What follows belongs to an exercise in optimizing a design on an open flow for small area, a short achievable clock period and few clock cycles; a production flow would make more cautious choices.
In this exercise RTL edits were held to simulation tests only and were not proved equivalent to the original.
Power is estimated from default activity; no workload was simulated.

==> flow/design.v <==
module LIFO
	#(parameter N=6,    
	  parameter DW=32   
	)
(
	input wire clk,
	input wire push,            
	input wire [N+2:0] dep,     
	input wire [DW-1:0] dat_i,
	output reg [DW-1:0] dat_o   
);
	reg [DW-1:0] mem [0:N-1];
	genvar i;
	generate
		for (i = 0; i < N; i = i + 1) begin : g_ent
			always @(posedge clk)
				if (push && dep[i+2]) mem[i] <= dat_i;
		end
	endgenerate
	integer j;
	always @(*) begin
		dat_o = {DW{1'b0}};
		for (j = 0; j < N; j = j + 1)
			dat_o = dat_o | ({DW{dep[j+3]}} & mem[j]);
	end
endmodule
module calculator
	(
	input wire clk,
	input wire rst,
	output reg rdy,
	input wire req_valid,
	input wire [2:0] req_instr,
	input wire [31:0] req_operand,
	output reg result_valid,
	output wire [31:0] result,
	output reg [7:0] error
);
	reg [31:0] T;       
	reg [31:0] S;       
	reg [31:0] R;       
	reg [8:0]  dep;     
	reg        bmul;    
	reg        bdiv;    
	reg [4:0]  cnt;     
	wire lt2  = dep[0] | dep[1];
	wire full = dep[8];
	wire i_push = (req_instr == 3'd0);
	wire i_add  = (req_instr == 3'd1);
	wire i_sub  = (req_instr == 3'd2);
	wire i_mul  = (req_instr == 3'd3);
	wire i_div  = (req_instr == 3'd4);
	wire i_bad  = req_instr[2] & (req_instr[1] | req_instr[0]);
	always @(*) begin
		if (req_valid && !i_push && lt2) error = 8'd1;
		else if (req_valid && i_push && full) error = 8'd2;
		else if (req_valid && i_bad) error = 8'd3;
		else error = 8'd0;
	end
	wire ok  = i_push ? !full : (!lt2 && !i_bad);
	wire acc = rdy & req_valid & ok;
	wire [31:0] pop_val;
	LIFO #(6, 32) i_stack (
		.clk(clk),
		.push(acc & i_push),
		.dep(dep),
		.dat_i(S),
		.dat_o(pop_val)
	);
	wire [31:0] sub_b = rdy ? T : R;
	wire [32:0] diff  = {1'b0, S} - {1'b0, sub_b};
	wire        borrow = diff[32];
	wire [31:0] pp0 = {32{bmul ? R[0] : 1'b1}} & S;
	wire [31:0] pp1 = {32{bmul & R[1]}} & {S[30:0], 1'b0};
	wire [31:0] pp2 = {32{bmul & R[2]}} & {S[29:0], 2'b0};
	wire [31:0] pp3 = {32{bmul & R[3]}} & {S[28:0], 3'b0};
	wire [31:0] s1 = T ^ pp0 ^ pp1;
	wire [31:0] c1 = {((T & pp0) | (T & pp1) | (pp0 & pp1)), 1'b0};
	wire [31:0] s2 = pp2 ^ pp3 ^ s1;
	wire [31:0] c2 = {((pp2 & pp3) | (pp2 & s1) | (pp3 & s1)), 1'b0};
	wire [31:0] s3 = c1 ^ s2 ^ c2;
	wire [31:0] c3 = {((c1 & s2) | (c1 & c2) | (s2 & c2)), 1'b0};
	wire [31:0] sum = s3 + c3;
	function [5:0] clz;
		input [31:0] x;
		integer k;
		begin
			clz = 6'd32;
			for (k = 0; k < 32; k = k + 1)
				if (x[k]) clz = 6'd31 - k;
		end
	endfunction
	wire [5:0] zs = clz(S);
	wire [5:0] zt = clz(T);
	wire [5:0] dz = zt - zs;
	wire       div_now = (T == 32'd0) | (zt < zs);   
	wire [31:0] t_al = T << dz[4:0];
	wire mul_last = (R[31:4] == 28'd0);
	wire div_last = (cnt == 5'd0);
	wire done = (bmul & mul_last) | (bdiv & div_last);
	always @(posedge clk) begin
		if (rst) begin
			rdy <= 1'b1;
			result_valid <= 1'b0;
			dep <= 9'd1;
			bmul <= 1'b0;
			bdiv <= 1'b0;
		end else begin
			if (acc) begin
				if (i_push) begin
					dep <= {dep[7:0], 1'b0};
					result_valid <= 1'b1;
				end else if (i_add | i_sub | (i_div & div_now)) begin
					dep <= {1'b0, dep[8:1]};
				end else begin
					rdy <= 1'b0;
					result_valid <= 1'b0;
					bmul <= i_mul;
					bdiv <= i_div;
				end
			end
			if (done) begin
				rdy <= 1'b1;
				result_valid <= 1'b1;
				bmul <= 1'b0;
				bdiv <= 1'b0;
				dep <= {1'b0, dep[8:1]};
			end
		end
	end
	always @(posedge clk) begin
		if (acc) begin
			if (i_push) begin
				T <= req_operand;
				S <= T;
			end else if (i_add) begin
				T <= sum;
				S <= pop_val;
			end else if (i_sub) begin
				T <= diff[31:0];
				S <= pop_val;
			end else if (i_mul) begin
				T <= 32'd0;
				S <= borrow ? T : S;
				R <= borrow ? S : T;
			end else begin
				T <= (T == 32'd0) ? 32'hFFFFFFFF : 32'd0;
				if (div_now) S <= pop_val;
				R <= t_al;
				cnt <= dz[4:0];
			end
		end else if (bmul) begin
			T <= sum;
			S <= mul_last ? pop_val : {S[27:0], 4'b0};
			R <= {4'b0, R[31:4]};
		end else if (bdiv) begin
			T <= {T[30:0], ~borrow};
			if (div_last) S <= pop_val;
			else if (!borrow) S <= diff[31:0];
			R <= {1'b0, R[31:1]};
			cnt <= cnt - 5'd1;
		end
	end
	assign result = T;
endmodule
==> flow/config.mk <==
export PLATFORM = sky130hd
export DESIGN_NAME = calculator
export DESIGN_NICKNAME = calculator
export VERILOG_FILES = /design/flow/design.v
export SDC_FILE = /design/flow/constraint.sdc
export NUM_CORES = 4
export LEC_CHECK = 0
export ABC_CLOCK_PERIOD_IN_PS = 4500
export CAP_MARGIN = 20
export CORE_MARGIN = 2
export CORE_UTILIZATION = 40
export SETUP_SLACK_MARGIN = 4.5
export SLEW_MARGIN = 20
==> flow/constraint.sdc <==
create_clock -name core_clock -period 9.0 [get_ports {clk}]
set_input_delay 1.8000 -clock core_clock [delete_from_list [all_inputs] [get_ports {clk}]]
set_output_delay 1.8000 -clock core_clock [all_outputs]
set_load 0.01 [all_outputs]
run.sh (not shown) runs the stock make flow with config.mk's settings and CLKGATE_MAP_FILE= SYNTH_SCRIPT=/design/flow/synth_recipe.tcl, a recipe that flattens the netlist after the stock synthesis.
The first run passed the timing, design-rule and antenna checks.
Testbench counts at the start, summed over its fixed seeds: cycles 7,320.
Edit:
--- a/flow/config.mk
+++ b/flow/config.mk
@@ -7,3 +7,2 @@
 export LEC_CHECK = 0
-export ABC_CLOCK_PERIOD_IN_PS = 4500
 export CAP_MARGIN = 20
@@ -11,3 +10,2 @@
 export CORE_UTILIZATION = 40
-export SETUP_SLACK_MARGIN = 4.5
 export SLEW_MARGIN = 20
What happened: Synthesized cell count does not change. Power falls by 11%. Flip-flop and latch count is unchanged. Die area is unchanged. Combinational power falls by 31%. Setup slack got worse by 1.1 ns.
Edit:
--- a/flow/config.mk
+++ b/flow/config.mk
@@ -10,2 +10,3 @@
 export CORE_UTILIZATION = 40
+export SETUP_SLACK_MARGIN = 4.5
 export SLEW_MARGIN = 20
What happened:
- The changed run completed with no timing, DRC or antenna violations
- routed wire length grows by 12%
- via count came out higher by 9.0%
- power goes up by 12%
- sequential power hardly moves
- area after synthesis does not change
- worst hold slack improves by 0.034 ns
- clock power is about the same
- core utilization came out higher by 6.7 points
- final cell count came out higher by 7.3%
- first-iteration DRC count goes up by 22%
- count of clock-buffer cells in the layout came out higher by 1

* * *

calculator, a different RTL version from the one above (not shown whole).
Size in the first run: roughly 2800 cells after synthesis, ~80 I/O pins, ~0.022 mm² of cells after synthesis.
==> flow/design.v (excerpt) <==
module calculator
	(
	input wire clk,
	input wire rst,
	output reg rdy,
	input wire req_valid,
	input wire [2:0] req_instr,
	input wire [31:0] req_operand,
	output reg result_valid,
	output wire [31:0] result,
	output reg [7:0] error
);
==> flow/config.mk <==
export PLATFORM = sky130hd
export DESIGN_NAME = calculator
export DESIGN_NICKNAME = calculator
export VERILOG_FILES = /design/flow/design.v
export SDC_FILE = /design/flow/constraint.sdc
export NUM_CORES = 4
export LEC_CHECK = 0
export ABC_AREA = 1
export CAP_MARGIN = 20
export CORE_MARGIN = 2
export CORE_UTILIZATION = 40
export SETUP_SLACK_MARGIN = 4.5
export SLEW_MARGIN = 20
export TNS_END_PERCENT = 0
==> flow/constraint.sdc <==
create_clock -name core_clock -period 9.0 [get_ports {clk}]
set_input_delay 1.8000 -clock core_clock [delete_from_list [all_inputs] [get_ports {clk}]]
set_output_delay 1.8000 -clock core_clock [all_outputs]
set_load 0.01 [all_outputs]
Testbench counts at the start, summed over its fixed seeds: cycles 7,484.
Edit:
Settings changed: CAP_MARGIN 20 to 0, CORE_UTILIZATION 40 to 50, CTS_BUF_LIST set to sky130_fd_sc_hd__clkbuf_4 sky130_fd_sc_hd__clkbuf_8, SETUP_SLACK_MARGIN 4.5 to 4.7, SLEW_MARGIN 20 to 0, TNS_END_PERCENT 0 to unset.
Effect: Wire length goes up by 2.0%. Total power goes down by 5.9%. Setup slack improves by 160 ps. Clock-buffer cell count goes up by 33. Synthesized cell count is unchanged. Final area goes up by 1.9%. First-iteration DRC count goes up by 21%. Sequential share of layout area goes down by 0.65 points. Core utilization goes up by 13 points. Clock skew goes up by 29 ps.
Edit:
Settings changed: CAP_MARGIN 0 to 20, CORE_UTILIZATION 50 to 40, SETUP_SLACK_MARGIN 4.7 to 4.5, SLEW_MARGIN 0 to 20.
What happened: The changed run produced a clean layout. Power went up by 1.2%. Wire length went down by 0.77%. Cell count came out higher by 2.9%.
Edit:
Settings changed: CAP_MARGIN 20 to 0, CORE_UTILIZATION 40 to 50, SLEW_MARGIN 20 to 0.
Outcome: The changed run finished clean; count of clock-buffer cells in the layout climbs by 9; cell count drops by 4.8%; utilization came out higher by 11 points; sequential share of layout area is higher by 0.62 points; first-iteration DRC count climbs by 16%; global-route usage came out higher by 5.9 points; register-to-register slack barely changes.
Edit:
Settings changed: CAP_MARGIN 0 to 20, CORE_UTILIZATION 50 to 40, CTS_BUF_LIST sky130_fd_sc_hd__clkbuf_4 sky130_fd_sc_hd__clkbuf_8 to unset, SLEW_MARGIN 0 to 20.
After rerunning: Count of clock-buffer cells in the layout shrinks by 38; via count shrinks by 1.1%; core utilization shrinks by 10 points; cell area grows by 2.5%; clock skew shrinks by 24 ps; synthesized area does not change; global-route usage shrinks by 6.0 points; routed wire length grows by 3.5%; register-to-register slack gets worse by 30 ps; worst setup slack gets worse by 31 ps.

separate check: timing with driven ports:
How much do the figures lean on ideal ports? The routed layouts below were timed once more, with nothing changed but the port constraints. Step 1: set_driving_cell puts a clkbuf_16 on clk and a buf_2 on each other input, an assumption about the parent block. Step 2 moves the port delays by t, midway between the first and last clock arrival at a register: inputs arrive t later, outputs are due t later. That takes back most of the time a late clock gives input paths. a / b / c = ideal / step 1 / step 2; a / b = the first two.
| run | t (ns) | setup slack, ns | cell pins on the clock port's net |
|---|---|---|---|
| the first run of note 1 | 0.613 | 3.746 / 3.746 / 3.746 | 1 |
| the second run of note 1 | 0.607 | 2.640 / 2.640 / 2.640 | 1 |
| the third run of note 1 | 0.613 | 3.746 / 3.746 / 3.746 | 1 |
| the first run of note 2 | 0.590 | 4.478 / 4.468 / 4.270 | 1 |
| the second run of note 2 | 0.657 | 4.641 / 4.600 / 4.175 | 1 |
| the third run of note 2 | 0.689 | 4.530 / 4.509 / 4.292 | 1 |
| the fourth run of note 2 | 0.653 | 4.555 / 4.552 / 4.364 | 1 |
| the fifth run of note 2 | 0.587 | 4.524 / 4.510 / 4.390 | 1 |
After both steps setup and hold are still met in every run listed. The setup slack of the second run of note 2, which loses most, moves by -0.041 ns with the drivers and by -0.466 ns with both steps.
